Context: an optimization exercise on an open-source flow, tuned for small area and a short achievable clock period. The choices shown serve that exercise and are no tape-out recipe.
At most, simulation tests tie the RTL to the original design; equivalence was not proved.
Power and IR drop assume default switching activity.

==> inputs of branch sierra <==
==> flow/design.v <==
module maxpool_new(
	input [4:0] stride,
	input  maxpool_enable,
	output reg [18:0] address1 , write_address,
	output reg maxpool_done, patch_end,
	input clk ,
	input reset,
	input [9:0]  w1 ,h1,
	input [4:0] w2,h2,
	output reg [9:0] width,
	output [9:0] height
    );
reg [9:0] w1r;
reg [4:0] w2m1, h2m1, sr;
reg [4:0]  hi, vi;       
reg [9:0]  Hn;           
reg        fw;           
reg [18:0] R;            
reg [18:0] N;            
reg [9:0]  Vrem;         
reg [9:0]  q;            
reg [4:0]  r;            
reg        wvalid;       
assign height = maxpool_done ? q : 10'd0;
wire [18:0] a_n, wa_n, R_n, N_n;
wire [4:0]  hi_n, vi_n, r_n;
wire [9:0]  Hn_n, Vrem_n, q_n, width_n;
wire        done_n, pe_n, fw_n;
wire        c_run, c_vi, c_pend, c_qr, c_row, c_width, c_ncap;
maxpool_step st (
	.w1r(w1r), .w2m1(w2m1), .h2m1(h2m1), .sr(sr),
	.address1(address1), .write_address(write_address), .maxpool_done(maxpool_done),
	.hi(hi), .vi(vi), .Hn(Hn), .fw(fw), .R(R), .N(N), .Vrem(Vrem),
	.q(q), .r(r), .wvalid(wvalid),
	.a_n(a_n), .wa_n(wa_n), .R_n(R_n), .N_n(N_n),
	.hi_n(hi_n), .vi_n(vi_n), .r_n(r_n),
	.Hn_n(Hn_n), .Vrem_n(Vrem_n), .q_n(q_n), .width_n(width_n),
	.done_n(done_n), .pe_n(pe_n), .fw_n(fw_n),
	.c_run(c_run), .c_vi(c_vi), .c_pend(c_pend), .c_qr(c_qr), .c_row(c_row),
	.c_width(c_width), .c_ncap(c_ncap)
);
wire [18:0] a_d, wa_d, R_d, N_d;
wire [4:0]  hi_d, vi_d, r_d;
wire [9:0]  Hn_d, Vrem_d, q_d, width_d;
wire        done_d, pe_d, fw_d, wv_d;
maxpool_gate gt (
	.reset(reset), .en(maxpool_enable), .stride(stride), .h1(h1),
	.address1(address1), .write_address(write_address), .maxpool_done(maxpool_done),
	.patch_end(patch_end), .hi(hi), .vi(vi), .Hn(Hn), .fw(fw), .R(R), .N(N),
	.Vrem(Vrem), .q(q), .r(r), .wvalid(wvalid), .width(width),
	.a_n(a_n), .wa_n(wa_n), .R_n(R_n), .N_n(N_n),
	.hi_n(hi_n), .vi_n(vi_n), .r_n(r_n),
	.Hn_n(Hn_n), .Vrem_n(Vrem_n), .q_n(q_n), .width_n(width_n),
	.done_n(done_n), .pe_n(pe_n), .fw_n(fw_n),
	.c_run(c_run), .c_vi(c_vi), .c_pend(c_pend), .c_qr(c_qr), .c_row(c_row),
	.c_width(c_width), .c_ncap(c_ncap),
	.a_d(a_d), .wa_d(wa_d), .R_d(R_d), .N_d(N_d),
	.hi_d(hi_d), .vi_d(vi_d), .r_d(r_d),
	.Hn_d(Hn_d), .Vrem_d(Vrem_d), .q_d(q_d), .width_d(width_d),
	.done_d(done_d), .pe_d(pe_d), .fw_d(fw_d), .wv_d(wv_d)
);
always @(posedge clk) begin
	w1r  <= w1;
	w2m1 <= w2 - 5'd1;
	h2m1 <= h2 - 5'd1;
	sr   <= stride;
	address1      <= a_d;
	write_address <= wa_d;
	maxpool_done  <= done_d;
	patch_end     <= pe_d;
	hi     <= hi_d;
	vi     <= vi_d;
	Hn     <= Hn_d;
	fw     <= fw_d;
	R      <= R_d;
	N      <= N_d;
	Vrem   <= Vrem_d;
	q      <= q_d;
	r      <= r_d;
	wvalid <= wv_d;
	width  <= width_d;
end
endmodule
module maxpool_step(
	input [9:0]  w1r,
	input [4:0]  w2m1, h2m1, sr,
	input [18:0] address1, write_address,
	input        maxpool_done,
	input [4:0]  hi, vi,
	input [9:0]  Hn,
	input        fw,
	input [18:0] R, N,
	input [9:0]  Vrem,
	input [9:0]  q,
	input [4:0]  r,
	input        wvalid,
	output [18:0] a_n, wa_n, R_n, N_n,
	output [4:0]  hi_n, vi_n, r_n,
	output [9:0]  Hn_n, Vrem_n, q_n, width_n,
	output        done_n, pe_n, fw_n,
	output        c_run, c_vi, c_pend, c_qr, c_row, c_width, c_ncap
);
function [19:0] radd;
	input [18:0] x, y;
	input        ci;
	integer i;
	reg c;
	begin
		c = ci;
		for (i = 0; i < 19; i = i + 1) begin
			radd[i] = x[i] ^ y[i] ^ c;
			c = (x[i] & y[i]) | (c & (x[i] ^ y[i]));
		end
		radd[19] = c;
	end
endfunction
function [18:0] fadd;
	input [18:0] x;
	input [9:0]  y;
	reg [5:0] lo, m0, m1;
	reg [18:0] hi0, hi1;
	reg c10;
	begin
		lo  = radd({14'd0, x[4:0]}, {14'd0, y[4:0]}, 1'b0);
		m0  = radd({14'd0, x[9:5]}, {14'd0, y[9:5]}, 1'b0);
		m1  = radd({14'd0, x[9:5]}, {14'd0, y[9:5]}, 1'b1);
		hi0 = {10'd0, x[18:10]};
		hi1 = radd({10'd0, x[18:10]}, 19'd0, 1'b1);
		c10 = lo[5] ? m1[5] : m0[5];
		fadd = {c10 ? hi1[8:0] : hi0[8:0], lo[5] ? m1[4:0] : m0[4:0], lo[4:0]};
	end
endfunction
wire [9:0]  D1      = w1r - {5'd0, w2m1};          
wire        wrap    = (hi == w2m1);
wire        vlast   = (vi == h2m1);
wire        pend    = wrap & vlast;
wire [19:0] hd      = radd({9'd0, Hn}, {9'd0, ~D1}, 1'b1);
wire        lastwin = hd[10];                      
wire        rowend  = pend & lastwin;
wire [19:0] vi1w    = radd({14'd0, vi}, 19'd0, 1'b1);
wire [4:0]  vi1     = vi1w[4:0];
wire [18:0] a_step  = fadd(address1, wrap ? D1 : 10'd1);
wire [18:0] r_sum   = fadd(R, Hn);
wire        ncap    = wrap & (vi1 == sr) & fw;
assign c_run   = ~maxpool_done;
assign c_vi    = c_run & wrap;
assign c_pend  = c_run & pend;
assign c_qr    = c_pend & (~wvalid | lastwin);
assign c_row   = c_run & rowend;
assign c_width = c_row & ~wvalid;
assign c_ncap  = c_run & ncap;
wire [4:0]  dm1   = wvalid ? h2m1 : w2m1;
wire [19:0] rt    = radd({14'd0, r}, {14'd0, sr}, 1'b0);              
wire [19:0] rs    = radd({13'd0, rt[5:0]}, {13'd1, ~dm1}, 1'b0);      
wire        ge    = rs[6];
wire [19:0] qi    = radd({9'd0, q}, 19'd0, ge);
wire        s_h2  = (sr == h2m1 + 5'd1);                              
wire        first = rowend & ~wvalid;
wire [19:0] wa1   = radd(write_address, 19'd0, 1'b1);
wire [19:0] hi1   = radd({14'd0, hi}, 19'd0, 1'b1);
wire [19:0] hs    = radd({9'd0, Hn}, {14'd0, sr}, 1'b0);
wire [19:0] vs    = radd({9'd0, Vrem}, {9'd0, 5'h1f, ~sr}, 1'b1);
assign N_n    = a_step;
assign R_n    = ncap ? a_step : N;
assign a_n    = rowend ? R_n : pend ? r_sum : a_step;
assign wa_n   = wa1[18:0];
assign hi_n   = wrap ? 5'd0 : hi1[4:0];
assign vi_n   = vlast ? 5'd0 : vi1;
assign Hn_n   = lastwin ? {5'd0, sr} : hs[9:0];
assign fw_n   = lastwin;
assign Vrem_n = vs[9:0];
assign width_n = qi[9:0];
assign q_n    = first ? {9'd0, s_h2} : qi[9:0];
assign r_n    = first ? (s_h2 ? 5'd0 : sr) : ge ? rs[4:0] : rt[4:0];
assign done_n = rowend ? (Vrem == {5'd0, sr})
                       : (wrap & ~vlast & fw & ({5'd0, vi1} == Vrem));
assign pe_n   = c_pend;
endmodule
module maxpool_gate(
	input        reset, en,
	input [4:0]  stride,
	input [9:0]  h1,
	input [18:0] address1, write_address,
	input        maxpool_done, patch_end,
	input [4:0]  hi, vi,
	input [9:0]  Hn,
	input        fw,
	input [18:0] R, N,
	input [9:0]  Vrem, q,
	input [4:0]  r,
	input        wvalid,
	input [9:0]  width,
	input [18:0] a_n, wa_n, R_n, N_n,
	input [4:0]  hi_n, vi_n, r_n,
	input [9:0]  Hn_n, Vrem_n, q_n, width_n,
	input        done_n, pe_n, fw_n,
	input        c_run, c_vi, c_pend, c_qr, c_row, c_width, c_ncap,
	output [18:0] a_d, wa_d, R_d, N_d,
	output [4:0]  hi_d, vi_d, r_d,
	output [9:0]  Hn_d, Vrem_d, q_d, width_d,
	output        done_d, pe_d, fw_d, wv_d
);
wire e_run   = en & c_run;
wire e_vi    = en & c_vi;
wire e_pend  = en & c_pend;
wire e_qr    = en & c_qr;
wire e_row   = en & c_row;
wire e_width = en & c_width;
wire e_ncap  = en & c_ncap;
assign a_d     = reset ? 19'd0 : e_run ? a_n : address1;
assign done_d  = reset ? 1'b0 : e_run ? done_n : maxpool_done;
assign hi_d    = reset ? 5'd0 : e_run ? hi_n : hi;
assign pe_d    = reset ? 1'b0 : en ? pe_n : patch_end;
assign vi_d    = reset ? 5'd0 : e_vi ? vi_n : vi;
assign wa_d    = reset ? 19'd0 : e_pend ? wa_n : write_address;
assign Hn_d    = reset ? {5'd0, stride} : e_pend ? Hn_n : Hn;
assign fw_d    = reset ? 1'b1 : e_pend ? fw_n : fw;
assign q_d     = reset ? 10'd0 : e_qr ? q_n : q;
assign r_d     = reset ? 5'd0 : e_qr ? r_n : r;
assign R_d     = reset ? 19'd0 : e_row ? R_n : R;
assign Vrem_d  = reset ? h1 : e_row ? Vrem_n : Vrem;
assign wv_d    = reset ? 1'b0 : e_row ? 1'b1 : wvalid;
assign width_d = reset ? 10'd0 : e_width ? width_n : width;
assign N_d     = e_ncap ? N_n : N;
endmodule
==> flow/flow/run.sh <==
#!/bin/bash
# Standard layout, with the port buffers made from buf_2 cells and timing
# repair asked to leave more setup slack than the clock period needs.
export BUFFER_PORTS_ARGS="-buffer_cell sky130_fd_sc_hd__buf_2"
export SETUP_SLACK_MARGIN=18
bash standard.sh > standard.log 2>&1
==> flow/standard.sh <==
#!/bin/bash
# synth_recipe.tcl (not shown) runs the flow's synth.tcl, then flattens the netlist and writes it again
# the make line also repeats each setting of config.mk as NAME=value (left out here)
make -C /OpenROAD-flow-scripts/flow DESIGN_CONFIG=/design/flow/config.mk WORK_HOME=/design/flow/orfs CLKGATE_MAP_FILE= SYNTH_SCRIPT=/design/flow/synth_recipe.tcl "${@:-finish}"
==> flow/config.mk <==
export PLATFORM = sky130hd
export DESIGN_NAME = maxpool_new
export DESIGN_NICKNAME = maxpool_new
export VERILOG_FILES = /design/flow/design.v
export SDC_FILE = /design/flow/constraint.sdc
export NUM_CORES = 4
export LEC_CHECK = 0
export CAP_MARGIN = 50
export CORE_MARGIN = 2
export CORE_UTILIZATION = 40
export SLEW_MARGIN = 70
export SYNTH_HIERARCHICAL = 1
==> flow/constraint.sdc <==
create_clock -name core_clock -period 25.0 [get_ports {clk}]
set_input_delay 5.0000 -clock core_clock [delete_from_list [all_inputs] [get_ports {clk}]]
set_output_delay 5.0000 -clock core_clock [all_outputs]
set_load 0.01 [all_outputs]
==> branch indigo: changes against branch sierra <==
==> flow/design.v, changed modules only <==
module maxpool_gate(
	input        reset, en,
	input [4:0]  stride,
	input [9:0]  h1,
	input [18:0] address1, write_address,
	input        maxpool_done, patch_end,
	input [4:0]  hi, vi,
	input [9:0]  Hn,
	input        fw,
	input [18:0] R, N,
	input [9:0]  Vrem, q,
	input [4:0]  r,
	input        wvalid,
	input [9:0]  width,
	input [18:0] a_n, wa_n, R_n, N_n,
	input [4:0]  hi_n, vi_n, r_n,
	input [9:0]  Hn_n, Vrem_n, q_n, width_n,
	input        done_n, pe_n, fw_n,
	input        c_run, c_vi, c_pend, c_qr, c_row, c_width, c_ncap,
	output [18:0] a_d, wa_d, R_d, N_d,
	output [4:0]  hi_d, vi_d, r_d,
	output [9:0]  Hn_d, Vrem_d, q_d, width_d,
	output        done_d, pe_d, fw_d, wv_d
);
wire nr = ~reset;
wire l_run   = nr & en & c_run,   k_run   = nr & ~(en & c_run);
wire l_pe    = nr & en,           k_pe    = nr & ~en;
wire l_vi    = nr & en & c_vi,    k_vi    = nr & ~(en & c_vi);
wire l_pend  = nr & en & c_pend,  k_pend  = nr & ~(en & c_pend);
wire l_qr    = nr & en & c_qr,    k_qr    = nr & ~(en & c_qr);
wire l_row   = nr & en & c_row,   k_row   = nr & ~(en & c_row);
wire l_width = nr & en & c_width, k_width = nr & ~(en & c_width);
wire l_ncap  = en & c_ncap,       k_ncap  = ~(en & c_ncap);
mp_sel #(19) s_a_d (.l(l_run), .k(k_run), .n(a_n), .q(address1), .d(a_d));
mp_sel #(1) s_done_d (.l(l_run), .k(k_run), .n(done_n), .q(maxpool_done), .d(done_d));
mp_sel #(5) s_hi_d (.l(l_run), .k(k_run), .n(hi_n), .q(hi), .d(hi_d));
mp_sel #(1) s_pe_d (.l(l_pe), .k(k_pe), .n(pe_n), .q(patch_end), .d(pe_d));
mp_sel #(5) s_vi_d (.l(l_vi), .k(k_vi), .n(vi_n), .q(vi), .d(vi_d));
mp_sel #(19) s_wa_d (.l(l_pend), .k(k_pend), .n(wa_n), .q(write_address), .d(wa_d));
wire [9:0] Hn_d_s;
mp_sel #(10) s_Hn_d (.l(l_pend), .k(k_pend), .n(Hn_n), .q(Hn), .d(Hn_d_s));
assign Hn_d = Hn_d_s | {10{reset}} & {5'd0, stride};
wire fw_d_s;
mp_sel #(1) s_fw_d (.l(l_pend), .k(k_pend), .n(fw_n), .q(fw), .d(fw_d_s));
assign fw_d = fw_d_s | reset;
mp_sel #(10) s_q_d (.l(l_qr), .k(k_qr), .n(q_n), .q(q), .d(q_d));
mp_sel #(5) s_r_d (.l(l_qr), .k(k_qr), .n(r_n), .q(r), .d(r_d));
mp_sel #(19) s_R_d (.l(l_row), .k(k_row), .n(R_n), .q(R), .d(R_d));
wire [9:0] Vrem_d_s;
mp_sel #(10) s_Vrem_d (.l(l_row), .k(k_row), .n(Vrem_n), .q(Vrem), .d(Vrem_d_s));
assign Vrem_d = Vrem_d_s | {10{reset}} & h1;
assign wv_d    = l_row | k_row & wvalid;
mp_sel #(10) s_width_d (.l(l_width), .k(k_width), .n(width_n), .q(width), .d(width_d));
mp_sel #(19) s_N_d (.l(l_ncap), .k(k_ncap), .n(N_n), .q(N), .d(N_d));
endmodule
module mp_sel #(parameter W = 1) (
	input          l, k,
	input  [W-1:0] n, q,
	output [W-1:0] d
);
assign d = {W{l}} & n | {W{k}} & q;
endmodule
==> comparison table <==
item	branch sierra	branch indigo
Status	complete, no violations	complete, no violations
Pwr per Cell Area	50.7 mW/mm2	59.0 mW/mm2
Switching pwr	0.176 mW	0.154 mW
Synth Area in Compound Gates	21.2%	20.4%
Net count of the mapped netlist	1292	1046
Placed Cells incl. Taps	1505	1239
Placed Instance Area	0.0112 mm2	0.00972 mm2
Fill cells	2531	2153
Fin worst setup slack	18.65 ns	18.79 ns
Cell-internal power	0.423 mW	0.459 mW
Maximum number of pins on one net before global-route repair	71	41
Number of cells in the finished layout apart from fillers	1540	1271
Endpoint kind of the worst setup timing path	register	output port
Layout cells sized above 1	21.1%	19.2%
Layout clock area frac	4.86%	6.01%
Final period util	25.4%	24.8%
Arrival time at the worst endpoint	6.65 ns	1.21 ns
Required arrival time at the worst endpoint	25.31 ns	20.00 ns
Detailed route wirelength on metal2	12000 um	10100 um
P&R area growth vs syn	13.0%	14.0%
Combinational Power Share	11.6%	10.3%
Average cell area after synthesis	9.19 um2	10.2 um2
IR drop worst, VDD	32.5 uV	32.5 uV
Inverter count of the layout excluding clock inverters	103	84
Area of the multi-input gates	0.00642 mm2	0.00528 mm2
Worst setup startpoint	maxpool_enable	maxpool_done
Reg-to-Reg End	address1[18]	R[18]
Only the layout flow was run in branch sierra; the RTL was not checked for function there.

==> static timing again, ports no longer ideal <==
The results above use ideal ports. As a check the final layouts listed here were re-extracted and re-timed, cells and wires unchanged.
Step 1: set_driving_cell puts a clkbuf_16 on clk and a buf_2 on each other input, an assumption about the parent block.
Step 2 moves the port delays by t, midway between the first and last clock arrival at a register: inputs arrive t later, outputs are due t later. That takes back most of the time a late clock gives input paths.
a / b / c = no drivers / after step 1 / after step 2; a / b = the first two.
run	t (ns)	setup slack, ns	slew at the worst register clock pin (ns)
branch sierra	0.477	18.652 / 18.620 / 18.169	0.08 / 0.08
branch indigo	0.467	18.789 / 18.743 / 18.481	0.07 / 0.07
After both steps setup and hold are still met in every run listed. For branch sierra, which loses most, drivers alone change the setup slack by -0.032 ns; drivers and shift together by -0.483 ns.
